From an optimization exercise on the open Yosys and OpenROAD flow, aimed at small area and a short achievable clock period; shortcuts taken in it are not production practice.
In this exercise RTL edits were held to simulation tests only and were not proved equivalent to the original.
No activity file was given, so power comes from the tool's default toggle rates.

## before
## PipelineMips
module PipelineMips(clk, reset, imem_addr, imem_data, dmem_we, dmem_re, dmem_addr, dmem_wdata, dmem_rdata);
  input clk, reset;
  output wire [31:0] imem_addr;
  input [31:0] imem_data;
  output wire dmem_we, dmem_re;
  output wire [31:0] dmem_addr, dmem_wdata;
  input [31:0] dmem_rdata;
  integer i;
  reg [31:2] pc;                             
  reg [31:2] if_pc4;                         
  reg [31:0] if_inst;
  reg        if_z;                           
  reg [31:0] if_g1, if_g2;                   
  reg        ex_regdst;                      
  reg        ex_sub, ex_r_and, ex_r_or, ex_r_sum, ex_r_slt;  
  reg        ex_mr, ex_mw, ex_rw;
  reg [31:0] ex_a, ex_b;                     
  reg [15:0] ex_imm;
  reg [4:0]  ex_rt;
  reg        as_mem, as_wb, as_reg;          
  reg        bs_imm, bs_mem, bs_wb, bs_reg;  
  reg        fb_mem, fb_wb;                  
  reg        id_sel1, id_sel2, id_byp1, id_byp2;  
  ...
For scale: ~4,800 cells after synthesis, roughly 1,400 flip-flops, ~160 I/O pins, roughly 62,000 µm² of cells after synthesis.
export LEC_CHECK = 0
export CAP_MARGIN = 30
export CORE_MARGIN = 2
export CORE_UTILIZATION = 55
export SLEW_MARGIN = 30
create_clock -name core_clock -period 12.0 [get_ports {clk}]
standard.sh (not shown) runs the stock make flow with config.mk's settings and CLKGATE_MAP_FILE= SYNTH_SCRIPT=/design/flow/synth_recipe.tcl, a recipe that flattens the netlist after the stock synthesis.
==> flow/flow/run.sh <==
#!/bin/bash
# Layout flow: the standard ORFS flow (standard.sh) with
#  - plain buf_2 port buffers instead of delay buffers;
#  - a clock tree of clkbuf_16 with larger clusters and no dummy loads.
# The make output goes to flow.log here; ORFS writes each step's log under orfs/logs.
set -euo pipefail
export SETUP_SLACK_MARGIN=8
export TNS_END_PERCENT=10
export BUFFER_PORTS_ARGS="-buffer_cell sky130_fd_sc_hd__buf_2"
export CTS_ARGS="-sink_clustering_enable -repair_clock_nets -dont_use_dummy_load -buf_list sky130_fd_sc_hd__clkbuf_16 -sink_clustering_size 25 -sink_clustering_max_diameter 70"
bash standard.sh > flow.log 2>&1
What after does differently from before at the input level:
diff --git a/flow/flow/run.sh b/flow/flow/run.sh
--- a/flow/flow/run.sh
+++ b/flow/flow/run.sh
@@ -7 +7 @@
-export SETUP_SLACK_MARGIN=8
+export SETUP_SLACK_MARGIN=8.5
==> comparison <==
- after vs before — clock network power rose about 3%.
- When after is measured against before, its critical path depth in cells turns out 1 lower.
- Diff before -> after: critical path data required time went up by 0.02 ns, final-layout clock buffer total went up by about 6%.
- after vs before, fraction of layout instances using a drive strength above 1 went up by 3.3 points.
- The multi-input gate share of total cell area was comparable across before and after.
- Changes observed in after relative to before: post-route clock skew decreased by 0.0087 ns relative to the old numbers; portion of the layout cell area used by clock cells essentially unchanged.


## job 101
PipelineMips, a different RTL version from the one above (not shown whole).
Size in the first run: ~4,800 cells after synthesis, roughly 1,400 flip-flops, ~62,000 um2 of cells after synthesis.
Settings: LEC_CHECK=0, CAP_MARGIN=30, CORE_MARGIN=2, CORE_UTILIZATION=55, SLEW_MARGIN=30; clock period 12.0 ns.
==> flow/flow/run.sh <==
#!/bin/bash
# Layout flow: the standard ORFS flow (standard.sh) with
#  - plain buf_2 port buffers instead of delay buffers;
#  - a clock tree of clkbuf_16 with larger clusters and no dummy loads.
# The make output goes to flow.log here; ORFS writes each step's log under orfs/logs.
set -euo pipefail
export SETUP_SLACK_MARGIN=8.5
export TNS_END_PERCENT=10
export BUFFER_PORTS_ARGS="-buffer_cell sky130_fd_sc_hd__buf_2"
export CTS_ARGS="-sink_clustering_enable -repair_clock_nets -dont_use_dummy_load -buf_list sky130_fd_sc_hd__clkbuf_16 -sink_clustering_size 25 -sink_clustering_max_diameter 70"
bash standard.sh > flow.log 2>&1
diff inputs: job 101 => job 104
-- flow/flow/run.sh --
<<< job 101, line 6
set -euo pipefail
export SETUP_SLACK_MARGIN=8.5
export TNS_END_PERCENT=10
>>> job 104, line 6
set -euo pipefail
export SETUP_SLACK_MARGIN=8
export TNS_END_PERCENT=10
==> run summary <==
Between job 101 and job 104, the cell count went down.
Final cell area excluding filler cells (higher): job 101
The share of power burned in combinational logic of job 104 falls short of that of job 101 by 0.7 points.

static timing again, ports no longer ideal:
The flow's constraints put no driver on any port. The routed layouts listed below were extracted and timed again, unchanged, in two steps.
Step 1 (the two cells are an assumption about what drives the block):
set clk [get_ports {clk}]
set_driving_cell -lib_cell sky130_fd_sc_hd__clkbuf_16 $clk
set_driving_cell -lib_cell sky130_fd_sc_hd__buf_2 [delete_from_list [all_inputs] $clk]
Step 2 times the ports against the registers' clock, not the clock port: input delays grow and output delays shrink by t, the midpoint of the rising clock arrivals with the driver on.
Slacks: ideal / step 1 / step 2; pairs: ideal / step 1.
run	shift t [ns]	setup slack, ns	worst setup path after step 2	latest minus earliest clock arrival (ns)	worst slew at a driven data input, ns
before	0.776	7.814 / 7.814 / 7.814	register to register	0.077 / 0.077	0.06
after	0.780	7.768 / 7.768 / 7.768	register to register	0.074 / 0.074	0.10
job 101	0.777	7.888 / 7.888 / 7.811	input to register	0.083 / 0.084	0.08
job 104	0.781	7.804 / 7.804 / 7.791	input to register	0.082 / 0.082	0.06
After both steps setup and hold are still met in every run listed. For job 101, which loses most, drivers alone change the setup slack by 0.000 ns; drivers and shift together by -0.077 ns.
